Background: an optimization exercise with open tools, aiming at small area and a short achievable clock period. Do not read the settings as production practice.
No run shown here included a check of the RTL's function; only the layout flow was run.
Power figures rest on the tool's default switching activity, not on a simulated workload.

### design.v
module multiply
  (
   input wire [15:0]  x,
   input wire [23:0]  d,    
   output wire [15:0] z0,
   output wire [15:0] z1,
   output wire        zg,
   output wire [5:0]  zl0,
   output wire [5:0]  zl1
   );
   wire [17:0] xs = {x[15], x, 1'b0};
   wire one0 = d[0], two0 = d[1], neg0 = d[2];
   wire [16:0] pp0 = (({17{one0}} & xs[17:1]) | ({17{two0}} & xs[16:0])) ^ {17{neg0}};
   wire one1 = d[3], two1 = d[4], neg1 = d[5];
   wire [16:0] pp1 = (({17{one1}} & xs[17:1]) | ({17{two1}} & xs[16:0])) ^ {17{neg1}};
   wire one2 = d[6], two2 = d[7], neg2 = d[8];
   wire [16:0] pp2 = (({17{one2}} & xs[17:1]) | ({17{two2}} & xs[16:0])) ^ {17{neg2}};
   wire one3 = d[9], two3 = d[10], neg3 = d[11];
   wire [16:0] pp3 = (({17{one3}} & xs[17:1]) | ({17{two3}} & xs[16:0])) ^ {17{neg3}};
   wire one4 = d[12], two4 = d[13], neg4 = d[14];
   wire [16:0] pp4 = (({17{one4}} & xs[17:1]) | ({17{two4}} & xs[16:0])) ^ {17{neg4}};
   wire one5 = d[15], two5 = d[16], neg5 = d[17];
   wire [16:0] pp5 = (({17{one5}} & xs[17:1]) | ({17{two5}} & xs[16:0])) ^ {17{neg5}};
   wire one6 = d[18], two6 = d[19], neg6 = d[20];
   wire [16:0] pp6 = (({17{one6}} & xs[17:1]) | ({17{two6}} & xs[16:0])) ^ {17{neg6}};
   wire one7 = d[21], two7 = d[22], neg7 = d[23];
   wire [16:0] pp7 = (({17{one7}} & xs[17:1]) | ({17{two7}} & xs[16:0])) ^ {17{neg7}};
   wire n0 = pp0[10] ^ pp1[8];
   wire n1 = pp0[10] & pp1[8];
   wire n2 = pp0[11] ^ pp1[9];
   wire n3 = pp0[11] & pp1[9];
   wire n4 = pp0[12] ^ pp1[10] ^ pp2[8];
   wire n5 = (pp0[12] & pp1[10]) | (pp0[12] & pp2[8]) | (pp1[10] & pp2[8]);
   wire n6 = pp3[6] ^ pp4[4];
   wire n7 = pp3[6] & pp4[4];
   wire n8 = pp0[13] ^ pp1[11] ^ pp2[9];
   wire n9 = (pp0[13] & pp1[11]) | (pp0[13] & pp2[9]) | (pp1[11] & pp2[9]);
   wire n10 = pp3[7] ^ pp4[5];
   wire n11 = pp3[7] & pp4[5];
   wire n12 = pp0[14] ^ pp1[12] ^ pp2[10];
   wire n13 = (pp0[14] & pp1[12]) | (pp0[14] & pp2[10]) | (pp1[12] & pp2[10]);
   wire n14 = pp3[8] ^ pp4[6] ^ pp5[4];
   wire n15 = (pp3[8] & pp4[6]) | (pp3[8] & pp5[4]) | (pp4[6] & pp5[4]);
   wire n16 = pp6[2] ^ pp7[0];
   wire n17 = pp6[2] & pp7[0];
   wire n18 = pp0[15] ^ pp1[13] ^ pp2[11];
   wire n19 = (pp0[15] & pp1[13]) | (pp0[15] & pp2[11]) | (pp1[13] & pp2[11]);
   wire n20 = pp3[9] ^ pp4[7] ^ pp5[5];
   wire n21 = (pp3[9] & pp4[7]) | (pp3[9] & pp5[5]) | (pp4[7] & pp5[5]);
   wire n22 = pp6[3] ^ pp7[1];
   wire n23 = pp6[3] & pp7[1];
   wire n24 = ~pp0[16] ^ pp1[14] ^ pp2[12];
   wire n25 = (~pp0[16] & pp1[14]) | (~pp0[16] & pp2[12]) | (pp1[14] & pp2[12]);
   wire n26 = pp3[10] ^ pp4[8] ^ pp5[6];
   wire n27 = (pp3[10] & pp4[8]) | (pp3[10] & pp5[6]) | (pp4[8] & pp5[6]);
   wire n28 = pp6[4] ^ pp7[2];
   wire n29 = pp6[4] & pp7[2];
   wire n30 = pp1[15] ^ pp2[13] ^ pp3[11];
   wire n31 = (pp1[15] & pp2[13]) | (pp1[15] & pp3[11]) | (pp2[13] & pp3[11]);
   wire n32 = pp4[9] ^ pp5[7] ^ pp6[5];
   wire n33 = (pp4[9] & pp5[7]) | (pp4[9] & pp6[5]) | (pp5[7] & pp6[5]);
   wire n34 = ~pp1[16] ^ pp2[14] ^ pp3[12];
   wire n35 = (~pp1[16] & pp2[14]) | (~pp1[16] & pp3[12]) | (pp2[14] & pp3[12]);
   wire n36 = pp4[10] ^ pp5[8];
   wire n37 = pp4[10] & pp5[8];
   wire n38 = pp2[15] ^ pp3[13] ^ pp4[11];
   wire n39 = (pp2[15] & pp3[13]) | (pp2[15] & pp4[11]) | (pp3[13] & pp4[11]);
   wire n40 = ~pp2[16] ^ pp3[14];
   wire n41 = ~pp2[16] & pp3[14];
   wire n42 = pp0[6] ^ pp1[4];
   wire n43 = pp0[6] & pp1[4];
   wire n44 = pp0[7] ^ pp1[5];
   wire n45 = pp0[7] & pp1[5];
   wire n46 = pp0[8] ^ pp1[6] ^ pp2[4];
   wire n47 = (pp0[8] & pp1[6]) | (pp0[8] & pp2[4]) | (pp1[6] & pp2[4]);
   wire n48 = pp3[2] ^ pp4[0];
   wire n49 = pp3[2] & pp4[0];
   wire n50 = pp0[9] ^ pp1[7] ^ pp2[5];
   wire n51 = (pp0[9] & pp1[7]) | (pp0[9] & pp2[5]) | (pp1[7] & pp2[5]);
   wire n52 = pp3[3] ^ pp4[1];
   wire n53 = pp3[3] & pp4[1];
   wire n54 = n0 ^ pp2[6] ^ pp3[4];
   wire n55 = (n0 & pp2[6]) | (n0 & pp3[4]) | (pp2[6] & pp3[4]);
   wire n56 = pp4[2] ^ pp5[0] ^ neg5;
   wire n57 = (pp4[2] & pp5[0]) | (pp4[2] & neg5) | (pp5[0] & neg5);
   wire n58 = n1 ^ n2 ^ pp2[7];
   wire n59 = (n1 & n2) | (n1 & pp2[7]) | (n2 & pp2[7]);
   wire n60 = pp3[5] ^ pp4[3] ^ pp5[1];
   wire n61 = (pp3[5] & pp4[3]) | (pp3[5] & pp5[1]) | (pp4[3] & pp5[1]);
   wire n62 = n3 ^ n4 ^ n6;
   wire n63 = (n3 & n4) | (n3 & n6) | (n4 & n6);
   wire n64 = pp5[2] ^ pp6[0] ^ neg6;
   wire n65 = (pp5[2] & pp6[0]) | (pp5[2] & neg6) | (pp6[0] & neg6);
   wire n66 = n5 ^ n7 ^ n8;
   wire n67 = (n5 & n7) | (n5 & n8) | (n7 & n8);
   wire n68 = n10 ^ pp5[3] ^ pp6[1];
   wire n69 = (n10 & pp5[3]) | (n10 & pp6[1]) | (pp5[3] & pp6[1]);
   wire n70 = n9 ^ n11 ^ n12;
   wire n71 = (n9 & n11) | (n9 & n12) | (n11 & n12);
   wire n72 = n14 ^ n16 ^ neg7;
   wire n73 = (n14 & n16) | (n14 & neg7) | (n16 & neg7);
   wire n74 = n13 ^ n15 ^ n17;
   wire n75 = (n13 & n15) | (n13 & n17) | (n15 & n17);
   wire n76 = n18 ^ n20 ^ n22;
   wire n77 = (n18 & n20) | (n18 & n22) | (n20 & n22);
   wire n78 = n19 ^ n21 ^ n23;
   wire n79 = (n19 & n21) | (n19 & n23) | (n21 & n23);
   wire n80 = n24 ^ n26 ^ n28;
   wire n81 = (n24 & n26) | (n24 & n28) | (n26 & n28);
   wire n82 = n25 ^ n27 ^ n29;
   wire n83 = (n25 & n27) | (n25 & n29) | (n27 & n29);
   wire n84 = n30 ^ n32 ^ pp7[3];
   wire n85 = (n30 & n32) | (n30 & pp7[3]) | (n32 & pp7[3]);
   wire n86 = n31 ^ n33 ^ n34;
   wire n87 = (n31 & n33) | (n31 & n34) | (n33 & n34);
   wire n88 = n36 ^ pp6[6] ^ pp7[4];
   wire n89 = (n36 & pp6[6]) | (n36 & pp7[4]) | (pp6[6] & pp7[4]);
   wire n90 = n35 ^ n37 ^ n38;
   wire n91 = (n35 & n37) | (n35 & n38) | (n37 & n38);
   wire n92 = pp5[9] ^ pp6[7] ^ pp7[5];
   wire n93 = (pp5[9] & pp6[7]) | (pp5[9] & pp7[5]) | (pp6[7] & pp7[5]);
   wire n94 = n39 ^ n40 ^ pp4[12];
   wire n95 = (n39 & n40) | (n39 & pp4[12]) | (n40 & pp4[12]);
   wire n96 = pp5[10] ^ pp6[8] ^ pp7[6];
   wire n97 = (pp5[10] & pp6[8]) | (pp5[10] & pp7[6]) | (pp6[8] & pp7[6]);
   wire n98 = n41 ^ pp3[15] ^ pp4[13];
   wire n99 = (n41 & pp3[15]) | (n41 & pp4[13]) | (pp3[15] & pp4[13]);
   wire n100 = pp5[11] ^ pp6[9] ^ pp7[7];
   wire n101 = (pp5[11] & pp6[9]) | (pp5[11] & pp7[7]) | (pp6[9] & pp7[7]);
   wire n102 = ~pp3[16] ^ pp4[14] ^ pp5[12];
   wire n103 = (~pp3[16] & pp4[14]) | (~pp3[16] & pp5[12]) | (pp4[14] & pp5[12]);
   wire n104 = pp6[10] ^ pp7[8];
   wire n105 = pp6[10] & pp7[8];
   wire n106 = pp4[15] ^ pp5[13] ^ pp6[11];
   wire n107 = (pp4[15] & pp5[13]) | (pp4[15] & pp6[11]) | (pp5[13] & pp6[11]);
   wire n108 = ~pp4[16] ^ pp5[14];
   wire n109 = ~pp4[16] & pp5[14];
   wire n110 = pp0[4] ^ pp1[2];
   wire n111 = pp0[4] & pp1[2];
   wire n112 = pp0[5] ^ pp1[3];
   wire n113 = pp0[5] & pp1[3];
   wire n114 = n42 ^ pp2[2] ^ pp3[0];
   wire n115 = (n42 & pp2[2]) | (n42 & pp3[0]) | (pp2[2] & pp3[0]);
   wire n116 = n43 ^ n44 ^ pp2[3];
   wire n117 = (n43 & n44) | (n43 & pp2[3]) | (n44 & pp2[3]);
   wire n118 = n45 ^ n46 ^ n48;
   wire n119 = (n45 & n46) | (n45 & n48) | (n46 & n48);
   wire n120 = n47 ^ n49 ^ n50;
   wire n121 = (n47 & n49) | (n47 & n50) | (n49 & n50);
   wire n122 = n51 ^ n53 ^ n54;
   wire n123 = (n51 & n53) | (n51 & n54) | (n53 & n54);
   wire n124 = n55 ^ n57 ^ n58;
   wire n125 = (n55 & n57) | (n55 & n58) | (n57 & n58);
   wire n126 = n59 ^ n61 ^ n62;
   wire n127 = (n59 & n61) | (n59 & n62) | (n61 & n62);
   wire n128 = n63 ^ n65 ^ n66;
   wire n129 = (n63 & n65) | (n63 & n66) | (n65 & n66);
   wire n130 = n67 ^ n69 ^ n70;
   wire n131 = (n67 & n69) | (n67 & n70) | (n69 & n70);
   wire n132 = n71 ^ n73 ^ n74;
   wire n133 = (n71 & n73) | (n71 & n74) | (n73 & n74);
   wire n134 = n75 ^ n77 ^ n78;
   wire n135 = (n75 & n77) | (n75 & n78) | (n77 & n78);
   wire n136 = n79 ^ n81 ^ n82;
   wire n137 = (n79 & n81) | (n79 & n82) | (n81 & n82);
   wire n138 = n83 ^ n85 ^ n86;
   wire n139 = (n83 & n85) | (n83 & n86) | (n85 & n86);
   wire n140 = n87 ^ n89 ^ n90;
   wire n141 = (n87 & n89) | (n87 & n90) | (n89 & n90);
   wire n142 = n91 ^ n93 ^ n94;
   wire n143 = (n91 & n93) | (n91 & n94) | (n93 & n94);
   wire n144 = n95 ^ n97 ^ n98;
   wire n145 = (n95 & n97) | (n95 & n98) | (n97 & n98);
   wire n146 = n99 ^ n101 ^ n102;
   wire n147 = (n99 & n101) | (n99 & n102) | (n101 & n102);
   wire n148 = n103 ^ n105 ^ n106;
   wire n149 = (n103 & n105) | (n103 & n106) | (n105 & n106);
   wire n150 = n107 ^ n108 ^ pp6[12];
   wire n151 = (n107 & n108) | (n107 & pp6[12]) | (n108 & pp6[12]);
   wire n152 = n109 ^ pp5[15] ^ pp6[13];
   wire n153 = (n109 & pp5[15]) | (n109 & pp6[13]) | (pp5[15] & pp6[13]);
   wire n154 = ~pp5[16] ^ pp6[14];
   wire n155 = ~pp5[16] & pp6[14];
   wire n156 = pp0[2] ^ pp1[0];
   wire n157 = pp0[2] & pp1[0];
   wire n158 = pp0[3] ^ pp1[1];
   wire n159 = pp0[3] & pp1[1];
   wire n160 = n110 ^ pp2[0] ^ neg2;
   wire n161 = (n110 & pp2[0]) | (n110 & neg2) | (pp2[0] & neg2);
   wire n162 = n111 ^ n112 ^ pp2[1];
   wire n163 = (n111 & n112) | (n111 & pp2[1]) | (n112 & pp2[1]);
   wire n164 = n113 ^ n114 ^ neg3;
   wire n165 = (n113 & n114) | (n113 & neg3) | (n114 & neg3);
   wire n166 = n115 ^ n116 ^ pp3[1];
   wire n167 = (n115 & n116) | (n115 & pp3[1]) | (n116 & pp3[1]);
   wire n168 = n117 ^ n118 ^ neg4;
   wire n169 = (n117 & n118) | (n117 & neg4) | (n118 & neg4);
   wire n170 = n119 ^ n120 ^ n52;
   wire n171 = (n119 & n120) | (n119 & n52) | (n120 & n52);
   wire n172 = n121 ^ n122 ^ n56;
   wire n173 = (n121 & n122) | (n121 & n56) | (n122 & n56);
   wire n174 = n123 ^ n124 ^ n60;
   wire n175 = (n123 & n124) | (n123 & n60) | (n124 & n60);
   wire n176 = n125 ^ n126 ^ n64;
   wire n177 = (n125 & n126) | (n125 & n64) | (n126 & n64);
   wire n178 = n127 ^ n128 ^ n68;
   wire n179 = (n127 & n128) | (n127 & n68) | (n128 & n68);
   wire n180 = n129 ^ n130 ^ n72;
   wire n181 = (n129 & n130) | (n129 & n72) | (n130 & n72);
   wire n182 = n131 ^ n132 ^ n76;
   wire n183 = (n131 & n132) | (n131 & n76) | (n132 & n76);
   wire n184 = n133 ^ n134 ^ n80;
   wire n185 = (n133 & n134) | (n133 & n80) | (n134 & n80);
   wire n186 = n135 ^ n136 ^ n84;
   wire n187 = (n135 & n136) | (n135 & n84) | (n136 & n84);
   wire n188 = n137 ^ n138 ^ n88;
   wire n189 = (n137 & n138) | (n137 & n88) | (n138 & n88);
   wire n190 = n139 ^ n140 ^ n92;
   wire n191 = (n139 & n140) | (n139 & n92) | (n140 & n92);
   wire n192 = n141 ^ n142 ^ n96;
   wire n193 = (n141 & n142) | (n141 & n96) | (n142 & n96);
   wire n194 = n143 ^ n144 ^ n100;
   wire n195 = (n143 & n144) | (n143 & n100) | (n144 & n100);
   wire n196 = n145 ^ n146 ^ n104;
   wire n197 = (n145 & n146) | (n145 & n104) | (n146 & n104);
   wire n198 = n147 ^ n148 ^ pp7[9];
   wire n199 = (n147 & n148) | (n147 & pp7[9]) | (n148 & pp7[9]);
   wire n200 = n149 ^ n150 ^ pp7[10];
   wire n201 = (n149 & n150) | (n149 & pp7[10]) | (n150 & pp7[10]);
   wire n202 = n151 ^ n152 ^ pp7[11];
   wire n203 = (n151 & n152) | (n151 & pp7[11]) | (n152 & pp7[11]);
   wire n204 = n153 ^ n154 ^ pp7[12];
   wire n205 = (n153 & n154) | (n153 & pp7[12]) | (n154 & pp7[12]);
   wire n206 = n155 ^ pp6[15] ^ pp7[13];
   wire n207 = (n155 & pp6[15]) | (n155 & pp7[13]) | (pp6[15] & pp7[13]);
   wire n208 = ~pp6[16] ^ pp7[14];
   wire n209 = ~pp6[16] & pp7[14];
   wire n210 = pp0[0] & neg0;
   wire n211 = pp0[0] | neg0;
   wire n212 = n156 & neg1;
   wire n213 = n156 | neg1;
   wire n214 = n157 & n158;
   wire n215 = n157 | n158;
   wire n216 = n159 & n160;
   wire n217 = n159 | n160;
   wire n218 = n161 & n162;
   wire n219 = n161 | n162;
   wire n220 = n163 & n164;
   wire n221 = n163 | n164;
   wire n222 = n165 & n166;
   wire n223 = n165 | n166;
   wire n224 = n167 & n168;
   wire n225 = n167 | n168;
   wire n226 = pp0[1] & n210;
   wire n227 = pp0[1] & n211;
   wire n228 = n214 | (n215 & n212);
   wire n229 = n215 & n213;
   wire n230 = n228 | (n229 & n226);
   wire n231 = n229 & n227;
   wire n232 = n218 | (n219 & n216);
   wire n233 = n219 & n217;
   wire n234 = n224 | (n225 & n222);
   wire n235 = n225 & n223;
   wire n236 = n234 | (n235 & n220);
   wire n237 = n235 & n221;
   wire n238 = n236 | (n237 & n232);
   wire n239 = n237 & n233;
   wire n240 = n238 | (n239 & n230);
   wire n241 = n239 & n231;
   assign zg = n240;
   assign zl0 = {n179, n177, n175, n173, n171, n169};
   assign zl1 = {n180, n178, n176, n174, n172, n170};
   assign z0 = {~pp7[16], n209, n207, n205, n203, n201, n199, n197, n195, n193, n191, n189, n187, n185, n183, n181};
   assign z1 = {1'b0, pp7[15], n208, n206, n204, n202, n200, n198, n196, n194, n192, n190, n188, n186, n184, n182};
endmodule
module recode
  (
   input wire [15:0]  y,
   output wire [23:0] d
   );
   wire [16:0] yy = {y, 1'b0};
   genvar j;
   generate
      for (j = 0; j < 8; j = j + 1) begin: dig
         wire b2 = yy[2*j+2], b1 = yy[2*j+1], b0 = yy[2*j];
         assign d[3*j]   = b1 ^ b0;
         assign d[3*j+1] = (b2 & ~b1 & ~b0) | (~b2 & b1 & b0);
         assign d[3*j+2] = b2 & ~(b1 & b0);
      end
   endgenerate
endmodule
module summult
  (
   input wire         clk,
   input wire         first,
   input wire [15:0]  a0,
   input wire [15:0]  a1,
   input wire         ag,
   input wire [5:0]  al0,
   input wire [5:0]  al1,
   input wire [15:0]  b0,
   input wire [15:0]  b1,
   input wire         bg,
   input wire [5:0]  bl0,
   input wire [5:0]  bl1,
   output reg [15:0]  sum
   );
   reg [15:0] acc0, acc1;
   wire [15:0] q0 = first ? 16'hAAB0 : acc0;
   wire [15:0] q1 = first ? 16'h0000 : acc1;
   wire s0 = al0[0] & al1[0];
   wire s1 = al0[0] | al1[0];
   wire s2 = al0[1] & al1[1];
   wire s3 = al0[1] | al1[1];
   wire s4 = al0[2] & al1[2];
   wire s5 = al0[2] | al1[2];
   wire s6 = al0[3] & al1[3];
   wire s7 = al0[3] | al1[3];
   wire s8 = al0[4] & al1[4];
   wire s9 = al0[4] | al1[4];
   wire s10 = al0[5] & al1[5];
   wire s11 = al0[5] | al1[5];
   wire s12 = s2 | (s3 & s0);
   wire s13 = s3 & s1;
   wire s14 = s12 | (s13 & ag);
   wire s15 = s6 | (s7 & s4);
   wire s16 = s7 & s5;
   wire s17 = s10 | (s11 & s8);
   wire s18 = s11 & s9;
   wire s19 = s17 | (s18 & s15);
   wire s20 = s18 & s16;
   wire s21 = s19 | (s20 & s14);
   wire s22 = bl0[0] & bl1[0];
   wire s23 = bl0[0] | bl1[0];
   wire s24 = bl0[1] & bl1[1];
   wire s25 = bl0[1] | bl1[1];
   wire s26 = bl0[2] & bl1[2];
   wire s27 = bl0[2] | bl1[2];
   wire s28 = bl0[3] & bl1[3];
   wire s29 = bl0[3] | bl1[3];
   wire s30 = bl0[4] & bl1[4];
   wire s31 = bl0[4] | bl1[4];
   wire s32 = bl0[5] & bl1[5];
   wire s33 = bl0[5] | bl1[5];
   wire s34 = s24 | (s25 & s22);
   wire s35 = s25 & s23;
   wire s36 = s34 | (s35 & bg);
   wire s37 = s28 | (s29 & s26);
   wire s38 = s29 & s27;
   wire s39 = s32 | (s33 & s30);
   wire s40 = s33 & s31;
   wire s41 = s39 | (s40 & s37);
   wire s42 = s40 & s38;
   wire s43 = s41 | (s42 & s36);
   wire s44 = q0[0] ^ q1[0] ^ a0[0];
   wire s45 = (q0[0] & q1[0]) | (q0[0] & a0[0]) | (q1[0] & a0[0]);
   wire s46 = q0[1] ^ q1[1];
   wire s47 = q0[1] & q1[1];
   wire s48 = q0[2] ^ q1[2];
   wire s49 = q0[2] & q1[2];
   wire s50 = q0[3] ^ q1[3];
   wire s51 = q0[3] & q1[3];
   wire s52 = q0[4] ^ q1[4];
   wire s53 = q0[4] & q1[4];
   wire s54 = q0[5] ^ q1[5];
   wire s55 = q0[5] & q1[5];
   wire s56 = q0[6] ^ q1[6];
   wire s57 = q0[6] & q1[6];
   wire s58 = q0[7] ^ q1[7];
   wire s59 = q0[7] & q1[7];
   wire s60 = q0[8] ^ q1[8];
   wire s61 = q0[8] & q1[8];
   wire s62 = q0[9] ^ q1[9];
   wire s63 = q0[9] & q1[9];
   wire s64 = q0[10] ^ q1[10];
   wire s65 = q0[10] & q1[10];
   wire s66 = q0[11] ^ q1[11];
   wire s67 = q0[11] & q1[11];
   wire s68 = q0[12] ^ q1[12];
   wire s69 = q0[12] & q1[12];
   wire s70 = q0[13] ^ q1[13];
   wire s71 = q0[13] & q1[13];
   wire s72 = q0[14] ^ q1[14];
   wire s73 = q0[14] & q1[14];
   wire s74 = q0[15] ^ q1[15];
   wire s75 = q0[15] & q1[15];
   wire s76 = s44 ^ a1[0] ^ b0[0];
   wire s77 = (s44 & a1[0]) | (s44 & b0[0]) | (a1[0] & b0[0]);
   wire s78 = s45 ^ s46 ^ a0[1];
   wire s79 = (s45 & s46) | (s45 & a0[1]) | (s46 & a0[1]);
   wire s80 = a1[1] ^ b0[1];
   wire s81 = a1[1] & b0[1];
   wire s82 = s47 ^ s48 ^ a0[2];
   wire s83 = (s47 & s48) | (s47 & a0[2]) | (s48 & a0[2]);
   wire s84 = a1[2] ^ b0[2] ^ b1[2];
   wire s85 = (a1[2] & b0[2]) | (a1[2] & b1[2]) | (b0[2] & b1[2]);
   wire s86 = s49 ^ s50 ^ a0[3];
   wire s87 = (s49 & s50) | (s49 & a0[3]) | (s50 & a0[3]);
   wire s88 = a1[3] ^ b0[3] ^ b1[3];
   wire s89 = (a1[3] & b0[3]) | (a1[3] & b1[3]) | (b0[3] & b1[3]);
   wire s90 = s51 ^ s52 ^ a0[4];
   wire s91 = (s51 & s52) | (s51 & a0[4]) | (s52 & a0[4]);
   wire s92 = a1[4] ^ b0[4] ^ b1[4];
   wire s93 = (a1[4] & b0[4]) | (a1[4] & b1[4]) | (b0[4] & b1[4]);
   wire s94 = s53 ^ s54 ^ a0[5];
   wire s95 = (s53 & s54) | (s53 & a0[5]) | (s54 & a0[5]);
   wire s96 = a1[5] ^ b0[5] ^ b1[5];
   wire s97 = (a1[5] & b0[5]) | (a1[5] & b1[5]) | (b0[5] & b1[5]);
   wire s98 = s55 ^ s56 ^ a0[6];
   wire s99 = (s55 & s56) | (s55 & a0[6]) | (s56 & a0[6]);
   wire s100 = a1[6] ^ b0[6] ^ b1[6];
   wire s101 = (a1[6] & b0[6]) | (a1[6] & b1[6]) | (b0[6] & b1[6]);
   wire s102 = s57 ^ s58 ^ a0[7];
   wire s103 = (s57 & s58) | (s57 & a0[7]) | (s58 & a0[7]);
   wire s104 = a1[7] ^ b0[7] ^ b1[7];
   wire s105 = (a1[7] & b0[7]) | (a1[7] & b1[7]) | (b0[7] & b1[7]);
   wire s106 = s59 ^ s60 ^ a0[8];
   wire s107 = (s59 & s60) | (s59 & a0[8]) | (s60 & a0[8]);
   wire s108 = a1[8] ^ b0[8] ^ b1[8];
   wire s109 = (a1[8] & b0[8]) | (a1[8] & b1[8]) | (b0[8] & b1[8]);
   wire s110 = s61 ^ s62 ^ a0[9];
   wire s111 = (s61 & s62) | (s61 & a0[9]) | (s62 & a0[9]);
   wire s112 = a1[9] ^ b0[9] ^ b1[9];
   wire s113 = (a1[9] & b0[9]) | (a1[9] & b1[9]) | (b0[9] & b1[9]);
   wire s114 = s63 ^ s64 ^ a0[10];
   wire s115 = (s63 & s64) | (s63 & a0[10]) | (s64 & a0[10]);
   wire s116 = a1[10] ^ b0[10] ^ b1[10];
   wire s117 = (a1[10] & b0[10]) | (a1[10] & b1[10]) | (b0[10] & b1[10]);
   wire s118 = s65 ^ s66 ^ a0[11];
   wire s119 = (s65 & s66) | (s65 & a0[11]) | (s66 & a0[11]);
   wire s120 = a1[11] ^ b0[11] ^ b1[11];
   wire s121 = (a1[11] & b0[11]) | (a1[11] & b1[11]) | (b0[11] & b1[11]);
   wire s122 = s67 ^ s68 ^ a0[12];
   wire s123 = (s67 & s68) | (s67 & a0[12]) | (s68 & a0[12]);
   wire s124 = a1[12] ^ b0[12] ^ b1[12];
   wire s125 = (a1[12] & b0[12]) | (a1[12] & b1[12]) | (b0[12] & b1[12]);
   wire s126 = s69 ^ s70 ^ a0[13];
   wire s127 = (s69 & s70) | (s69 & a0[13]) | (s70 & a0[13]);
   wire s128 = a1[13] ^ b0[13] ^ b1[13];
   wire s129 = (a1[13] & b0[13]) | (a1[13] & b1[13]) | (b0[13] & b1[13]);
   wire s130 = s71 ^ s72 ^ a0[14];
   wire s131 = (s71 & s72) | (s71 & a0[14]) | (s72 & a0[14]);
   wire s132 = a1[14] ^ b0[14] ^ b1[14];
   wire s133 = (a1[14] & b0[14]) | (a1[14] & b1[14]) | (b0[14] & b1[14]);
   wire s134 = s73 ^ s74 ^ a0[15];
   wire s135 = (s73 & s74) | (s73 & a0[15]) | (s74 & a0[15]);
   wire s136 = a1[15] ^ b0[15] ^ b1[15];
   wire s137 = (a1[15] & b0[15]) | (a1[15] & b1[15]) | (b0[15] & b1[15]);
   wire s138 = s76 ^ b1[0];
   wire s139 = s76 & b1[0];
   wire s140 = s77 ^ s78 ^ s80;
   wire s141 = (s77 & s78) | (s77 & s80) | (s78 & s80);
   wire s142 = s79 ^ s81 ^ s82;
   wire s143 = (s79 & s81) | (s79 & s82) | (s81 & s82);
   wire s144 = s83 ^ s85 ^ s86;
   wire s145 = (s83 & s85) | (s83 & s86) | (s85 & s86);
   wire s146 = s87 ^ s89 ^ s90;
   wire s147 = (s87 & s89) | (s87 & s90) | (s89 & s90);
   wire s148 = s91 ^ s93 ^ s94;
   wire s149 = (s91 & s93) | (s91 & s94) | (s93 & s94);
   wire s150 = s95 ^ s97 ^ s98;
   wire s151 = (s95 & s97) | (s95 & s98) | (s97 & s98);
   wire s152 = s99 ^ s101 ^ s102;
   wire s153 = (s99 & s101) | (s99 & s102) | (s101 & s102);
   wire s154 = s103 ^ s105 ^ s106;
   wire s155 = (s103 & s105) | (s103 & s106) | (s105 & s106);
   wire s156 = s107 ^ s109 ^ s110;
   wire s157 = (s107 & s109) | (s107 & s110) | (s109 & s110);
   wire s158 = s111 ^ s113 ^ s114;
   wire s159 = (s111 & s113) | (s111 & s114) | (s113 & s114);
   wire s160 = s115 ^ s117 ^ s118;
   wire s161 = (s115 & s117) | (s115 & s118) | (s117 & s118);
   wire s162 = s119 ^ s121 ^ s122;
   wire s163 = (s119 & s121) | (s119 & s122) | (s121 & s122);
   wire s164 = s123 ^ s125 ^ s126;
   wire s165 = (s123 & s125) | (s123 & s126) | (s125 & s126);
   wire s166 = s127 ^ s129 ^ s130;
   wire s167 = (s127 & s129) | (s127 & s130) | (s129 & s130);
   wire s168 = s131 ^ s133 ^ s134;
   wire s169 = (s131 & s133) | (s131 & s134) | (s133 & s134);
   wire s170 = s138 ^ s21;
   wire s171 = s138 & s21;
   wire s172 = s139 ^ s140 ^ b1[1];
   wire s173 = (s139 & s140) | (s139 & b1[1]) | (s140 & b1[1]);
   wire s174 = s141 ^ s142 ^ s84;
   wire s175 = (s141 & s142) | (s141 & s84) | (s142 & s84);
   wire s176 = s143 ^ s144 ^ s88;
   wire s177 = (s143 & s144) | (s143 & s88) | (s144 & s88);
   wire s178 = s145 ^ s146 ^ s92;
   wire s179 = (s145 & s146) | (s145 & s92) | (s146 & s92);
   wire s180 = s147 ^ s148 ^ s96;
   wire s181 = (s147 & s148) | (s147 & s96) | (s148 & s96);
   wire s182 = s149 ^ s150 ^ s100;
   wire s183 = (s149 & s150) | (s149 & s100) | (s150 & s100);
   wire s184 = s151 ^ s152 ^ s104;
   wire s185 = (s151 & s152) | (s151 & s104) | (s152 & s104);
   wire s186 = s153 ^ s154 ^ s108;
   wire s187 = (s153 & s154) | (s153 & s108) | (s154 & s108);
   wire s188 = s155 ^ s156 ^ s112;
   wire s189 = (s155 & s156) | (s155 & s112) | (s156 & s112);
   wire s190 = s157 ^ s158 ^ s116;
   wire s191 = (s157 & s158) | (s157 & s116) | (s158 & s116);
   wire s192 = s159 ^ s160 ^ s120;
   wire s193 = (s159 & s160) | (s159 & s120) | (s160 & s120);
   wire s194 = s161 ^ s162 ^ s124;
   wire s195 = (s161 & s162) | (s161 & s124) | (s162 & s124);
   wire s196 = s163 ^ s164 ^ s128;
   wire s197 = (s163 & s164) | (s163 & s128) | (s164 & s128);
   wire s198 = s165 ^ s166 ^ s132;
   wire s199 = (s165 & s166) | (s165 & s132) | (s166 & s132);
   wire s200 = s167 ^ s168 ^ s136;
   wire s201 = (s167 & s168) | (s167 & s136) | (s168 & s136);
   wire [15:0] r0 = {s199, s197, s195, s193, s191, s189, s187, s185, s183, s181, s179, s177, s175, s173, s171, s170};
   wire [15:0] r1 = {s200, s198, s196, s194, s192, s190, s188, s186, s184, s182, s180, s178, s176, s174, s172, s43};
   always @(posedge clk) begin
      acc0 <= r0;
      acc1 <= r1;
      sum <= acc0 + acc1;
   end
endmodule
module filter
  #(
    parameter WIDTH = 32,
    parameter MWIDTH = 1,
    parameter FLTLEN = 8,
    parameter ID = 123
    )
   (
    input wire                   clk,
    input wire                   rst_n,
    input wire [WIDTH-1:0]       in_data,
    input wire                   in_nd,
    input wire [MWIDTH-1:0]      in_m,
    input wire [32-1:0]  in_msg,
    input wire                   in_msg_nd,
    output wire [WIDTH-1:0]      out_data,
    output wire                  out_nd,
    output wire [MWIDTH-1:0]     out_m,
    output wire                  error
    );
   integer j;
   reg [1:0] g;
   always @(posedge clk)
     if (!rst_n)
       g <= 2'd0;
     else
       g <= g + 2'd1;
   wire last = (g == 2'd3);
   reg [2:0]   which_pos;
   reg         setting_taps;
   reg         tap_set_error;
   assign error = tap_set_error;
   wire hdr    = in_msg[32-1];
   wire our_id = (in_msg[16:7] == ID);
   always @(posedge clk)
     if (!rst_n) begin
        setting_taps <= 1'b0;
        tap_set_error <= 1'b0;
     end else if (in_msg_nd) begin
        if (hdr) begin
           if (setting_taps)
             tap_set_error <= 1'b1;
           if (our_id) begin
              which_pos <= 3'd0;
              setting_taps <= 1'b1;
           end
        end else if (setting_taps) begin
           if (which_pos == 3'd7) begin
              which_pos <= 3'd0;
              setting_taps <= 1'b0;
           end else
             which_pos <= which_pos + 3'd1;
        end
     end
   reg [15:0]  tr [0:7];
   reg [7:0]   tv;
   wire [2:0]  wslot = which_pos - {g, 1'b0} - 3'd2;
   wire        twr = in_msg_nd & setting_taps;
   reg [15:0]  tr_d [0:7];
   reg [7:0]   tv_d;
   always @* begin
      for (j = 0; j < 8; j = j + 1) begin
         tr_d[j] = (twr && wslot == j) ? in_msg[15:0] : tr[(j+2)%8];
         tv_d[j] = rst_n & ((twr && wslot == j) | tv[(j+2)%8]);
      end
   end
   always @(posedge clk)
     for (j = 0; j < 8; j = j + 1)
       tr[j] <= tr_d[j];
   always @(posedge clk)
     tv <= tv_d;
   reg [31:0]  inbuf;
   reg         mbuf;
   reg         pending;
   always @(posedge clk)
     if (in_nd) begin
        inbuf <= in_data;
        mbuf <= in_m;
     end
   always @(posedge clk)
     if (!rst_n)
       pending <= 1'b0;
     else
       pending <= in_nd | (pending & ~last);
   reg ins, ins_n;
   wire ins_d = rst_n & (g == 2'd2) & (in_nd | pending);
   always @(posedge clk) begin
      ins <= ins_d;
      ins_n <= ~ins_d;
   end
   reg [31:0]  hr [0:7];
   reg [7:0]   hv;
   always @(posedge clk) begin
      hr[0] <= ins ? inbuf : hr[2];
      for (j = 1; j < 4; j = j + 1)
        hr[j] <= ins ? hr[j+1] : hr[j+2];
      for (j = 4; j < 8; j = j + 1)
        hr[j] <= !ins_n ? hr[(j+1)%8] : hr[(j+2)%8];
   end
   wire [7:0]  hv_d = !rst_n ? 8'd0 :
                      ins ? ({hv[0], hv[7:1]} | 8'd1) : {hv[1:0], hv[7:2]};
   always @(posedge clk)
     hv <= hv_d;
   reg [6:0]   q;
   always @(posedge clk)
     if (!rst_n)
       q <= 7'd0;
     else
       q <= {q[5:0], ins};
   assign out_nd = q[6];
   reg first_n;
   always @(posedge clk)
     first_n <= ~(rst_n & q[0]);
   reg mframe, mout;
   always @(posedge clk)
     if (last) begin
        mout <= mframe;
        if (pending)
          mframe <= mbuf;
     end
   assign out_m = mout;
   wire [15:0] ta_d = tr[2] & {16{tv[2] & hv_d[0]}};
   wire [15:0] tb_d = tr[3] & {16{tv[3] & hv_d[1]}};
   wire [23:0] da_d, db_d;
   recode rca (.y(ta_d), .d(da_d));
   recode rcb (.y(tb_d), .d(db_d));
   reg [23:0]  da, db, da_n, db_n;
   always @(posedge clk) begin
      da <= da_d;
      db <= db_d;
      da_n <= ~da_d;
      db_n <= ~db_d;
   end
   localparam K = 8;             
   localparam W = 14 - K;
   wire [15:0]  ra0, ra1, rb0, rb1, ia0, ia1, ib0, ib1;
   wire         rag, rbg, iag, ibg;
   wire [W-1:0] ral0, ral1, rbl0, rbl1, ial0, ial1, ibl0, ibl1;
   multiply mra (.x(hr[0][31:16]), .d(da), .z0(ra0), .z1(ra1), .zg(rag), .zl0(ral0), .zl1(ral1));
   multiply mrb (.x(hr[1][31:16]), .d(db), .z0(rb0), .z1(rb1), .zg(rbg), .zl0(rbl0), .zl1(rbl1));
   multiply mia (.x(hr[0][15:0]),  .d(~da_n), .z0(ia0), .z1(ia1), .zg(iag), .zl0(ial0), .zl1(ial1));
   multiply mib (.x(hr[1][15:0]),  .d(~db_n), .z0(ib0), .z1(ib1), .zg(ibg), .zl0(ibl0), .zl1(ibl1));
   reg [15:0]  pra0, pra1, prb0, prb1, pia0, pia1, pib0, pib1;
   reg         prag, prbg, piag, pibg;
   reg [W-1:0] pral0, pral1, prbl0, prbl1, pial0, pial1, pibl0, pibl1;
   always @(posedge clk) begin
      pra0 <= ra0; pra1 <= ra1; prag <= rag; pral0 <= ral0; pral1 <= ral1;
      prb0 <= rb0; prb1 <= rb1; prbg <= rbg; prbl0 <= rbl0; prbl1 <= rbl1;
      pia0 <= ia0; pia1 <= ia1; piag <= iag; pial0 <= ial0; pial1 <= ial1;
      pib0 <= ib0; pib1 <= ib1; pibg <= ibg; pibl0 <= ibl0; pibl1 <= ibl1;
   end
   wire [15:0] acc_re, acc_im;
   summult sre (.clk(clk), .first(q[1]),
                .a0(pra0), .a1(pra1), .ag(prag), .al0(pral0), .al1(pral1),
                .b0(prb0), .b1(prb1), .bg(prbg), .bl0(prbl0), .bl1(prbl1),
                .sum(acc_re));
   summult sim (.clk(clk), .first(~first_n),
                .a0(pia0), .a1(pia1), .ag(piag), .al0(pial0), .al1(pial1),
                .b0(pib0), .b1(pib1), .bg(pibg), .bl0(pibl0), .bl1(pibl1),
                .sum(acc_im));
   assign out_data = {acc_re, acc_im};
endmodule
### flow/run.sh
#!/bin/bash
# Standard layout, with timing repair aiming past the 10 ns constraint and
# regular buffers on the ports. Each tool's log stays under orfs/logs/.
set -euo pipefail
bash standard.sh SETUP_SLACK_MARGIN=6.5 "BUFFER_PORTS_ARGS=-buffer_cell sky130_fd_sc_hd__buf_2" finish > make_finish.log 2>&1
### standard.sh
#!/bin/bash
# synth_recipe.tcl (not shown) runs the flow's synth.tcl, then flattens the netlist and writes it again
# the make line also repeats each setting of config.mk as NAME=value (left out here)
make -C /OpenROAD-flow-scripts/flow DESIGN_CONFIG=/design/flow/config.mk WORK_HOME=/design/flow/orfs CLKGATE_MAP_FILE= SYNTH_SCRIPT=/design/flow/synth_recipe.tcl "${@:-finish}"
### config.mk
export PLATFORM = sky130hd
export DESIGN_NAME = filter
export DESIGN_NICKNAME = filter
export VERILOG_FILES = /design/flow/design.v
export SDC_FILE = /design/flow/constraint.sdc
export NUM_CORES = 4
export LEC_CHECK = 0
export CAP_MARGIN = 20
export CORE_MARGIN = 2
export CORE_UTILIZATION = 40
export SLEW_MARGIN = 20
### constraint.sdc
create_clock -name core_clock -period 10.0 [get_ports {clk}]
set_input_delay 2.0000 -clock core_clock [delete_from_list [all_inputs] [get_ports {clk}]]
set_output_delay 2.0000 -clock core_clock [all_outputs]
set_load 0.01 [all_outputs]
==> summary.txt, run 1 <==
Floorplanning
  – Row Count: 125
  – Top Ports: approximately 100
  – Chip height: around 350 um
  – Core area: between 100000 and 150000 um2
  – Die Wd: around 350 um
  – Die area: 120200 um2
  – Effective utilization at floorplan: around two fifths

Synth
  – Post-synth top area share: 33.38%
  – Syn Nets: 5018
  – Synth Area per Inst: ~11 um2
  – Largest family of logic cells by synthesized area: adder cells
  – Ys flop type: dfxtp_1
  – Seq/Total Area, Yosys: a little over a third
  – Adder-cell area share of the yosys netlist: roughly a quarter
  – Largest area contributor in the netlist: dfxtp_1
  – Synthesis-stage register bit count: a little over 800
  – Post-Synth Simple-Gate Area: under 10%
  – Synth async-reset ratio: 0%
  – Post-synthesis cell type count: 57
  – Cells after Synth: between 4000 and 5000
  – Synth warn: 8
  – Synth Cell Area: 46960 um2
  – Xor and xnor area share after synthesis: roughly 11%
  – Synth top area cells: dfxtp_1 (33%), fa_1 (19%), mux2_2 (9.0%)
  – Compound-Gate Fraction of Synth Area: between 9 and 10%
  – Post-synthesis mux area share: ~9.2%
  – Count of flip-flops with a built-in enable after synthesis: 38

Place
  – Gpl congestion: 0.8521
  – HPWL Detailed: 77.50 mm
  – Setup Slack @ Placement: between 6 and 7 ns
  – Inst Count DP: 5685
  – Port bufs: approximately 90

Timing
  – Slew @ Worst Pin: around 0.97 ns
  – Setup Total Neg Slack: 0 ns
  – RSZ-0062 raised after global routing: yes
  – Min Tclk post-route: around 3.4 ns
  – Slew headroom: between 30% and 40%
  – Final setup vio count: 0
  – Slew Viols, Final: 0
  – Clk_skew: between 0.02 and 0.03 ns
  – Final Hold Fails: 0
  – Final Cycle Share: 34.04%
  – Setup ws final: 6.596 ns
  – Fmax: 0.2937 GHz

Power
  – Pwr/cell area: 186.3 nW/um2
  – Final Power: 9.693 mW
  – Peak supply drop: 129.8 uV
  – Leakage power: about 22 nW

Routing
  – Final WL: 108.4 mm
  – DR iter-0 viols: 2028
  – DRT antenna net count: 0
  – 1st-pass router iterations: 6
  – Residual DRC count: 0
  – Via/cell ratio: around 5
  – Vias: 29724
  – Drt wl/cell: ~18 um

GRT
  – Global-route wire length before repair: 174.8 mm
  – Initial antenna violation count: 7
  – Gr usage total: 18.17%
  – Largest net degree at the start of global routing: between 60 and 70
  – Gr ovfl total: 0
  – Vias in the first global route: 30934

Setup path
  – Worst path max stage delay: approximately 0.9 ns
  – Critical path cell sequence: o22ai_1 > xnor2_1 > ha_1 > inv_1 > fa_1 > fa_1 > inv_1 > fa_1
  – Most frequent CP cell: fa_1
  – Worst EP required: around 11 ns
  – Setup crit end kind: flop
  – Setup Crit Path Kind: reg -> reg
  – CP Max Fanout: 17
  – Critical Path Source Type: flop
  – CP max-delay cell: dfxtp_1
  – Critical Path AT: around 3.9 ns

Finish
  – Sequential cell area: approximately 17000 um2
  – Fillers: 10911
  – Layout Utilization: 44.72%
  – Area growth syn-to-layout: 10.82%
  – Ratio of cells with drive above 1 in the final layout: between 15 and 20%
  – Cell Count, Final, Fillers Out: a little under 6000
  – Commonest non-fill, non-tap cells in the layout: dfxtp_1 (697), inv_1 (580), fa_1 (440), xnor2_1 (394), mux2_2 (374)
  – Most common cell after layout, fill and taps aside: dfxtp_1
  – Area of the multi-input gates: 26650 um2
  – Nets: around 5000

CTS
  – H-tree depth reported by CTS: 3
  – CTS root buf: clkbuf_16
  – CTS tree: done
  – Clk buf depth: 3
  – CTS Sinks: 821
  – Hold_buf cts: 0
  – Clock latency (worst-skew pair): between 0.6 and 0.7 ns
  – CTS Buf Count: 88
  – CTS clk-pin slew, worst paths: roughly 0.06 ns

Hold path
  – Hold Path Class: reg -> reg

Job
  – Max Cap Viol: 0

Outcome
  – Outcome: complete, no violations
[worst max-delay path: cells and delay by family (launching register included)]
family                   cells  cell delay [ns]
adder cells (fa/ha/maj)      4             1.80
flip-flops                   1             0.88
AO/OA/AOI/OAI                1             0.24
XOR/XNOR                     1             0.18
buffers and inverters        2             0.11
[power breakdown]
| group | switching [mW] | internal, mW | total [mW] |
|---|---|---|---|
| Combinational | 1.07 | 0.918 | 1.99 |
| Sequential | 0.450 | 3.90 | 4.35 |
| Clock | 1.38 | 1.98 | 3.35 |
[through the flow]
| stage | hold slack [ns] | instance area [um2] |
|---|---|---|
| 3_5_place_dp | 0.4137 | 48480 |
| 5_1_grt | 0.4411 | 52040 |
| 3_3_place_gp | 0.4025 | 48480 |
| 6_report | 0.4223 | 52040 |
| 2_1_floorplan | 0.3823 | 46970 |
| 4_1_cts | 0.4257 | 51700 |
[sequential cells by signal (all words and copies together), names as in the netlist, 16 cells and up]
signal    cells
pra0         16
da_n         24
sim.sum      16
pib0         16
prb0         16
sim.acc0     16
db_n         24
pia0         16
tr          128
sre.sum      16
sre.acc0     16
inbuf        32
sim.acc1     16
hr          256
sre.acc1     16
da           24
db           24
[kinds of logic (layout without fill, tap and decap cells)]
logic type,Yosys count,count (layout)
simple gates,355,355
mux,386,386
flops,821,821
other cells,0,2
buf+inv,932,951
fa+ha+maj,642,642
compound gates,631,631
xor+xnor,575,575
[worst paths after layout]
kind | start | end | slack [ns] | cells after the start
setup / recovery | da_n[21]$_DFF_P_ | pia1[1]$_DFF_P_ | 6.60 | 8
setup reg to reg | da_n[21]$_DFF_P_ | pia1[1]$_DFF_P_ | 6.60 | 8
hold reg to reg | mframe$_DFFE_PP_ | mout$_DFFE_PP_ | 0.42 | 0
hold / removal | mframe$_DFFE_PP_ | mout$_DFFE_PP_ | 0.42 | 0
[cells in the mapped netlist (all sizes together) (58+ instances only)]
library cell,count
a22oi,240
clkbuf,280
dfxtp,783
fa,440
ha,167
inv,602
mux2,374
nand2,127
nor2,58
o21ai,63
o22ai,241
xnor2,394
xor2,181
[metal layers]
layer / up-vias / track usage [%] / wire [um]
li1: 14045 / - / -
met1: 14750 / 25.36 / 50520
met2: 753 / 28.78 / 48980
met3: 162 / 3.016 / 5950
met4: 14 / 5.741 / 2896
met5: - / 0 / 89
[what timing repair did]
item,CTS,global route
endpoints found under the setup margin,60,55
setup buffers,7,27
resized for setup,71,49
gates cloned,0,2
endpoints found under the hold margin,0,0
[cell type report]
class / count / area share, %
timing repair buffer: 169 / 2.082
sequential: 821 / 32.55
clock inverter: 45 / 0.8727
timing repair inverter: 2 / 0.01923
tap: 1524 / 3.664
inverter: 616 / 4.592
clock buffer: 119 / 5.001
multi-input combinational: 2589 / 51.21
antenna: 2 / 0.009617
==> inputs of run 2 (changes only) <==
==> flow/run.sh (replaced) <==
#!/bin/bash
# Standard layout, with timing repair aiming past the 10 ns constraint and
# regular buffers on the ports. Each tool's log stays under orfs/logs/.
set -euo pipefail
bash standard.sh SETUP_SLACK_MARGIN=6.8 "BUFFER_PORTS_ARGS=-buffer_cell sky130_fd_sc_hd__buf_2" finish > make_finish.log 2>&1
==> run 2 against run 1 <==
Compared with the run above:
- register-to-register slack improved by 0.19 ns
- first-iteration DRC count increased by 21%
- global-route usage grew 0.29 points
- non-clock buffer count rose by 157
- wire length up 5.5%
- sequential power about the same
- critical endpoint is now pibl1[3]$_DFF_P_
- power increased by 5.5%
==> summary.txt, run 2 <==
Setup path
  – Critical Path AT: 3.76 ns (-0.14 ns)
  – Setup slack, reg-to-reg: 6.78 ns (+0.19 ns)
  – Setup Crit Path Kind: reg -> reg
  – CP Max Fanout: 4 (-13)
  – R2r startpoint: hr[1][7]$_DFF_P_
  – Critical Path Source Type: flop
  – RR Endpoint: pibl1[3]$_DFF_P_
  – FF-to-FF path depth: 11 (+3)
  – Setup crit end kind: flop
  – Worst EP required: 10.54 ns (+0.04 ns)

Place
  – HPWL Detailed: 77.67 mm (+0.21%)
  – Inst Count DP: 5675 (-0.18%)
  – Port bufs: 89 (unchanged)
  – Gpl congestion: 0.8543 (+0.26%)

Finish
  – Max FFs per register: 256 (unchanged)
  – Fillers: 10632 (-2.6%)
  – Nets: 5128 (+3.3%)
  – Cell Count, Final, Fillers Out: 6051 (+2.8%)
  – Layout Utilization: 47.12% (+2.4 points)
  – Most common cell after layout, fill and taps aside: dfxtp_1
  – Area growth syn-to-layout: 16.76%
  – Ratio of cells with drive above 1 in the final layout: 26.71% (+6.9 points)
  – Top Registers: hr (256), tr (128), inbuf (32)
  – Reg with most FFs: hr
  – Commonest non-fill, non-tap cells in the layout: dfxtp_1 (654), inv_1 (567), fa_1 (419), mux2_2 (374), xnor2_1 (370)

Floorplanning
  – Core area: 116400 um2 (unchanged)
  – Effective utilization at floorplan: 40.36% (unchanged)
  – Top Ports: 104 (unchanged)
  – Row Count: 125 (unchanged)
  – Die Wd: 346.6 um (unchanged)
  – Die area: 120200 um2 (unchanged)
  – Chip height: 346.6 um (unchanged)

CTS
  – Clock latency (worst-skew pair): 0.67 ns (about the same)
  – H-tree depth reported by CTS: 3 (unchanged)
  – Hold_buf cts: 0 (unchanged)
  – Clk buf depth: 3 (unchanged)
  – CTS root buf: clkbuf_16
  – CTS Sinks: 821 (unchanged)
  – CTS Buf Count: 88 (unchanged)
  – CTS clk-pin slew, worst paths: 0.06 ns (about the same)
  – CTS tree: done

Power
  – Logic pwr share: 23.1% (+2.5 points)
  – Switch share: 30.05% (+0.10 points)
  – Clock Power Share: 34.4% (-0.2 points)
  – Switching Power: 3.074 mW (+5.9%)
  – Peak supply drop: 131.7 uV (+1.4%)
  – Register share of total power: 42.5% (-2.3 points)
  – Pwr/cell area: 186.5 nW/um2 (+0.15%)
  – Internal Pwr Total: 7.154 mW (+5.4%)
  – Leakage power: 23.15 nW (+5.0%)

Timing
  – Slew headroom: 30.90% (-4.1 points)
  – RSZ-0062 raised after global routing: yes
  – Min Tclk post-route: 3.219 ns (-0.1852 ns)
  – Slew Viols, Final: 0 (unchanged)
  – Final Cycle Share: 32.19% (-1.9 points)
  – Final setup vio count: 0 (unchanged)
  – Setup Total Neg Slack: 0 ns (unchanged)
  – Fmax: 0.3106 GHz (+5.8%)
  – Slew @ Worst Pin: 1.035 ns (+0.06385 ns)
  – Hold Slack: 0.4206 ns (-0.001646 ns)
  – Clk_skew: 0.02022 ns (-0.005841 ns)
  – Final Hold Fails: 0 (unchanged)

Routing
  – DR iter-0 viols: 2445 (+21%)
  – DRT antenna net count: 0 (unchanged)
  – Final WL: 114.4 mm (+5.5%)
  – Residual DRC count: 0 (unchanged)
  – Vias: 31001 (+4.3%)
  – 1st-pass router iterations: 6 (unchanged)
  – Via/cell ratio: 5.123 (+1.5%)
  – Drt wl/cell: 18.91 um (+2.7%)

Synth
  – Synth async-reset ratio: 0% (unchanged)
  – Synth Area per Inst: 10.82 um2 (unchanged)
  – Largest area contributor in the netlist: dfxtp_1
  – Ys flop type: dfxtp_1
  – Post-synth top area share: 33.38% (unchanged)
  – Most frequent cells after synthesis: dfxtp_1 (783), inv_1 (594), fa_1 (440)
  – Post-synthesis cell type count: 57 (unchanged)
  – Seq/Total Area, Yosys: 35.81% (unchanged)
  – Synthesis-stage register bit count: 821 (unchanged)
  – Cell with the most instances after synthesis: dfxtp_1
  – Count of flip-flops with a built-in enable after synthesis: 38 (unchanged)
  – Syn Nets: 5018 (unchanged)
  – Cells after Synth: 4342 (unchanged)
  – Synth warn: 8 (unchanged)
  – Synth top area cells: dfxtp_1 (33%), fa_1 (19%), mux2_2 (9.0%)
  – Synth Cell Area: 46960 um2 (unchanged)

Outcome
  – Outcome: complete, no violations

Job
  – Max Cap Viol: 0 (unchanged)

GRT
  – Initial antenna violation count: 5 (-2)
  – Gr usage total: 18.46% (+0.29 points)
  – Global-route wire length before repair: 177.0 mm (+1.2%)
  – Vias in the first global route: 31274 (+1.1%)
  – Gr ovfl total: 0 (unchanged)
  – Largest net degree at the start of global routing: 61 (unchanged)

Hold path
  – Hold Path Class: reg -> reg
  – Hold Startpoint: mframe$_DFFE_PP_
  – WHS Path Cells: 0 (unchanged)
  – Hold worst-path end: mout$_DFFE_PP_
==> run 2: area by class of cell <==
class	instances	area (um2)	share of cell area (%)
multi-input combinational	2589	27490	50.13
timing repair inverter	10	61.31	0.1118
timing repair buffer	326	2476	4.516
sequential	821	17220	31.41
clock buffer	115	2539	4.630
inverter	616	2460	4.486
clock inverter	49	675.6	1.232
antenna	1	2.502	0.004564
tap	1524	1907	3.478
==> run 2: power groups by stage <==
stage               combinational [mW]  sequential, mW  clock (mW)
floorplan                         1.54            4.15           0
global placement                  1.85            4.41           0
detailed placement                1.89            4.42           0
CTS                               2.10            4.37        3.61
global route                      2.62            4.42        3.75
finish                            2.36            4.35        3.52
==> run 2: repair_timing <==
item,CTS,global route
endpoints found under the setup margin,114,110
cloned,4,7
resized for setup,257,213
pin swaps,15,96
hold endpoints to repair,0,0
buffers inserted,78,122
==> run 2: critical path, cell delays in order (launching register included) <==
cell        delay [ns]
dfxtp_4           0.38
clkinvlp_4        0.15
buf_4             0.17
o22ai_2           0.17
xor2_1            0.11
fa_1              0.55
inv_1             0.05
fa_1              0.50
inv_1             0.05
fa_1              0.48
inv_1             0.05
fa_1              0.43
==> run 2: metal layers <==
metal  part of all wire (%)  GRT usage [%]
met1                     45          25.51
met2                     46          29.75
met3                    6.8          3.214
met4                    2.3          5.111
met5                  0.060              0
==> run 2: how the worst max path moves through the flow <==
stage,start,to
CTS,hr[1][4]$_DFF_P_,pibg$_DFF_P_
detailed placement,rst_n,db[5]$_DFF_P_
finish,hr[1][7]$_DFF_P_,pibl1[3]$_DFF_P_
global placement,rst_n,db[5]$_DFF_P_
global route,hr[1][7]$_DFF_P_,pibg$_DFF_P_
floorplan,hr[0][23]$_DFF_P_,prag$_DFF_P_
==> run 2: cells by family after synthesis <==
logic type	after synthesis	synth area share, %
AO/OA/AOI/OAI	631	9.016
AND/OR/NAND/NOR	355	3.743
flip-flops	821	35.81
buffers and inverters	932	7.468
XOR/XNOR	575	10.72
adder cells (fa/ha/maj)	642	24.02
multiplexers	386	9.224
==> run 2: per-stage QoR <==
step | power, mW | area, um2 | setup WS [ns]
after floorplan | 5.689 | 47170 | 6.687
after global placement | 6.260 | 48430 | 5.912
final | 10.23 | 54830 | 6.781
after detailed placement | 6.310 | 48430 | 5.899
after CTS | 10.09 | 52860 | 6.621
after global routing | 10.79 | 54830 | 6.693
==> inputs of run 3 (changes only) <==
==> flow/run.sh (replaced) <==
#!/bin/bash
# Standard layout, with timing repair aiming past the 10 ns constraint and
# regular buffers on the ports. Each tool's log stays under orfs/logs/.
set -euo pipefail
bash standard.sh SETUP_SLACK_MARGIN=7.0 "BUFFER_PORTS_ARGS=-buffer_cell sky130_fd_sc_hd__buf_2" finish > make_finish.log 2>&1
==> run 3 against run 2 <==
Compared with the run above:
- synthesized area unchanged
- die area unchanged
- clock-buffer cell count increased by 15
- register-to-register slack got worse by 0.09 ns
- largest cell class unchanged
- clock skew increased by 0.020 ns
- power increased by 2.2%
- critical path depth increased by 1
- non-clock buffer count increased by 147
- first-iteration DRC count decreased by 0.53%
- synthesized cell count unchanged
- core utilization increased by 2.3 points
- critical path type unchanged
- global-route usage increased by 1.2 points
==> summary.txt, run 3 <==
Outcome
  – Outcome: complete, no violations

Synth
  – Most frequent cells after synthesis: dfxtp_1 (783), inv_1 (594), fa_1 (440)
  – Syn Nets: 5018 (unchanged)
  – Post-synthesis cell type count: 57 (unchanged)
  – Largest area contributor in the netlist: dfxtp_1
  – Adder-cell area share of the yosys netlist: 24.02% (unchanged)
  – Largest family of logic cells by synthesized area: adder cells
  – Compound-Gate Fraction of Synth Area: 9.016% (unchanged)
  – Synth async-reset ratio: 0% (unchanged)
  – Synthesis-stage register bit count: 821 (unchanged)
  – Xor and xnor area share after synthesis: 10.72% (unchanged)
  – Synth Cell Area: 46960 um2 (unchanged)
  – Count of flip-flops with a built-in enable after synthesis: 38 (unchanged)
  – Cells after Synth: 4342 (unchanged)
  – Post-synthesis mux area share: 9.224% (unchanged)
  – Post-synth top area share: 33.38% (unchanged)
  – Synth top area cells: dfxtp_1 (33%), fa_1 (19%), mux2_2 (9.0%)
  – Synth warn: 8 (unchanged)
  – Cell with the most instances after synthesis: dfxtp_1
  – Ys flop type: dfxtp_1
  – Seq/Total Area, Yosys: 35.81% (unchanged)
  – Post-Synth Simple-Gate Area: 3.743% (unchanged)
  – Synth Area per Inst: 10.82 um2 (unchanged)

Finish
  – Max FFs per register: 256 (unchanged)
  – Sequential cell area: 17290 um2 (+0.40%)
  – Most common cell after layout, fill and taps aside: dfxtp_1
  – Fin area: 57550 um2 (+4.9%)
  – Commonest non-fill, non-tap cells in the layout: dfxtp_1 (631), inv_1 (517), mux2_2 (356), fa_1 (351), xnor2_1 (346)
  – Top Registers: hr (256), tr (128), inbuf (32)
  – Reg with most FFs: hr
  – Ratio of cells with drive above 1 in the final layout: 34.27% (+7.6 points)
  – Nets: 5275 (+2.9%)
  – Area of the multi-input gates: 28450 um2 (+3.5%)
  – Fillers: 10367 (-2.5%)
  – Layout Utilization: 49.45% (+2.3 points)
  – Area growth syn-to-layout: 22.54%

Timing
  – Final setup vio count: 0 (unchanged)
  – Setup Total Neg Slack: 0 ns (unchanged)
  – Clk_skew: 0.04009 ns (+0.01988 ns)
  – Slew @ Worst Pin: 1.002 ns (-0.03337 ns)
  – Min Tclk post-route: 3.310 ns (+0.09080 ns)
  – Final Cycle Share: 33.10% (+0.91 points)
  – RSZ-0062 raised after global routing: yes
  – Slew Viols, Final: 0 (unchanged)
  – Fmax: 0.3021 GHz (-2.7%)
  – Final Hold Fails: 0 (unchanged)
  – Slew headroom: 33.20% (+2.3 points)

Place
  – Placed inst area: 48820 um2 (+0.80%)
  – HPWL Detailed: 77.82 mm (+0.20%)
  – Port bufs: 89 (unchanged)
  – Gpl congestion: 0.8518 (-0.29%)

Routing
  – Final WL: 120.6 mm (+5.4%)
  – DRT antenna net count: 0 (unchanged)
  – DR iter-0 viols: 2432 (-0.53%)
  – Drt wl/cell: 19.45 um (+2.9%)
  – Via/cell ratio: 5.148 (+0.49%)
  – Vias: 31930 (+3.0%)
  – Residual DRC count: 0 (unchanged)
  – 1st-pass router iterations: 6 (unchanged)

Setup path
  – Setup crit end kind: flop
  – CP Max Fanout: 4 (unchanged)
  – Worst EP required: 10.63 ns (+0.09 ns)
  – Critical Path AT: 3.94 ns (+0.18 ns)
  – Setup Crit Path Kind: reg -> reg
  – Critical Path Source Type: flop

Floorplanning
  – Die area: 120200 um2 (unchanged)
  – Die Wd: 346.6 um (unchanged)
  – Core area: 116400 um2 (unchanged)
  – Top Ports: 104 (unchanged)
  – Effective utilization at floorplan: 40.36% (unchanged)
  – Chip height: 346.6 um (unchanged)
  – Row Count: 125 (unchanged)

GRT
  – Met3 Resource Use GR: 3.359% (+0.14 points)
  – Largest net degree at the start of global routing: 81 (+33%)
  – Gr ovfl total: 0 (unchanged)
  – Initial antenna violation count: 5 (unchanged)
  – Vias in the first global route: 32672 (+4.5%)
  – Met1 Use GR: 26.86% (+1.3 points)
  – M2 GR Usage: 31.59% (+1.8 points)
  – Gr usage total: 19.68% (+1.2 points)
  – GR peak layer: met2
  – Global-route wire length before repair: 187.4 mm (+5.9%)

Power
  – Final Power: 10.45 mW (+2.2%)
  – Pwr/cell area: 181.6 nW/um2 (-2.6%)
  – Leakage power: 24.25 nW (+4.8%)
  – Peak supply drop: 130.3 uV (-1.0%)

CTS
  – CTS Sinks: 821 (unchanged)
  – Clock latency (worst-skew pair): 0.70 ns (+0.03 ns)
  – Clk buf depth: 3 (unchanged)
  – CTS clk-pin slew, worst paths: 0.06 ns (about the same)
  – CTS Buf Count: 91 (+3.4%)
  – CTS tree: done
  – H-tree depth reported by CTS: 3 (unchanged)
  – Hold_buf cts: 0 (unchanged)
  – CTS root buf: clkbuf_16

Hold path
  – Hold Path Class: reg -> reg

Job
  – Max Cap Viol: 0 (unchanged)
## run 3: cell counts after synthesis
No cell type changed its count.
## run 3: logic make-up (layout without fill, tap and decap cells)
kind of cell / after synthesis / in the layout
AOI/OAI and AO/OA: 631 / 631
xor gates and xnor gates: 575 / 575
adders and majority gates: 642 / 642
buffers and inverters: 932 / 1265
DFF: 821 / 821
muxes: 386 / 386
other: 0 / 3
and+or+nand+nor: 355 / 355
## run 3: area by class of cell
| type | instances | area share [%] |
|---|---|---|
| Multi-Input combinational cell | 2589 | 49.45 |
| Sequential cell | 821 | 30.05 |
| Timing Repair Buffer | 473 | 7.147 |
| Clock buffer | 130 | 4.599 |
| Inverter | 616 | 4.351 |
| Tap cell | 1524 | 3.314 |
| Clock inverter | 39 | 0.9980 |
| Timing Repair inverter | 7 | 0.08480 |
| Antenna cell | 3 | 0.01305 |
## run 3: final timing paths
path,endpoint,startpoint,cells after the start,slack (ns)
worst max-delay path,pibl1[3]$_DFF_P_,hr[1][7]$_DFF_P_,12,6.69
worst min-delay path,mframe$_DFFE_PP_,mbuf$_DFFE_PP_,0,0.42
worst max register to register,pibl1[3]$_DFF_P_,hr[1][7]$_DFF_P_,12,6.69
worst min register to register,mframe$_DFFE_PP_,mbuf$_DFFE_PP_,0,0.42
## run 3: metal layers
metal	vias up	share of wire, %
met4	8	3.6
met2	1137	46
li1	14680	-
met3	270	6.7
met1	15835	44
met5	-	0.045
## run 3: per-stage QoR
stage | hold slack, ns | setup WS (ns) | cells
finish | 0.4195 | 6.690 | 6202
global route | 0.4414 | 6.614 | 6199
CTS | 0.4223 | 6.787 | 6115
detailed placement | 0.4079 | 6.087 | 5673
global placement | 0.4036 | 6.137 | 5673
floorplan | 0.3822 | 6.724 | 4342
## run 3: report_power, final
group,switching [mW],internal (mW)
Clock,1.42,2.08
Sequential,0.450,3.91
Combinational,1.33,1.27
Total,3.19,7.26
## run 3: worst max-delay path: stages (launching register included)
cell	delay, ns
dfxtp_4	0.39
clkinvlp_4	0.17
buf_12	0.17
buf_12	0.13
o22ai_4	0.18
xor2_2	0.09
fa_2	0.53
inv_2	0.04
fa_1	0.48
inv_2	0.04
fa_2	0.52
inv_2	0.04
fa_2	0.50
## run 3: repair_timing
action | 4_1_cts | 5_1_grt
setup endpoints to repair | 224 | 173
cloned | 5 | 3
hold endpoints to repair | 0 | 0
setup buffers | 268 | 80
pin swaps | 132 | 155
gates resized for setup | 516 | 261

==> re-timing with driven ports <==
No port has a modelled driver above. Below, the same layouts with a new extraction and two added sets of constraints.
Step 1 sets driving cells, clkbuf_16 on the clock port and buf_2 on the other inputs (assumed; they add their load-dependent delay and slew).
Step 2 adds t to the input delays and takes it off the output delays; t is the mean of the earliest and latest rising clock arrival at the registers after step 1. Input paths then give back, and output paths get back, about the clock's delay inside the block.
Three values: ideal, step 1, step 2; two values: the first two.
| run | t (ns) | setup WS [ns] | worst data-port slew with drivers (ns) |
|---|---|---|---|
| run 1 | 0.729 | 6.596 / 6.596 / 6.079 | 0.07 |
| run 2 | 0.734 | 6.781 / 6.759 / 6.255 | 0.06 |
| run 3 | 0.749 | 6.690 / 6.690 / 6.370 | 0.06 |
After both steps setup and hold are still met in every run listed. For run 2, which loses most, drivers alone change the setup slack by -0.022 ns; drivers and shift together by -0.526 ns.
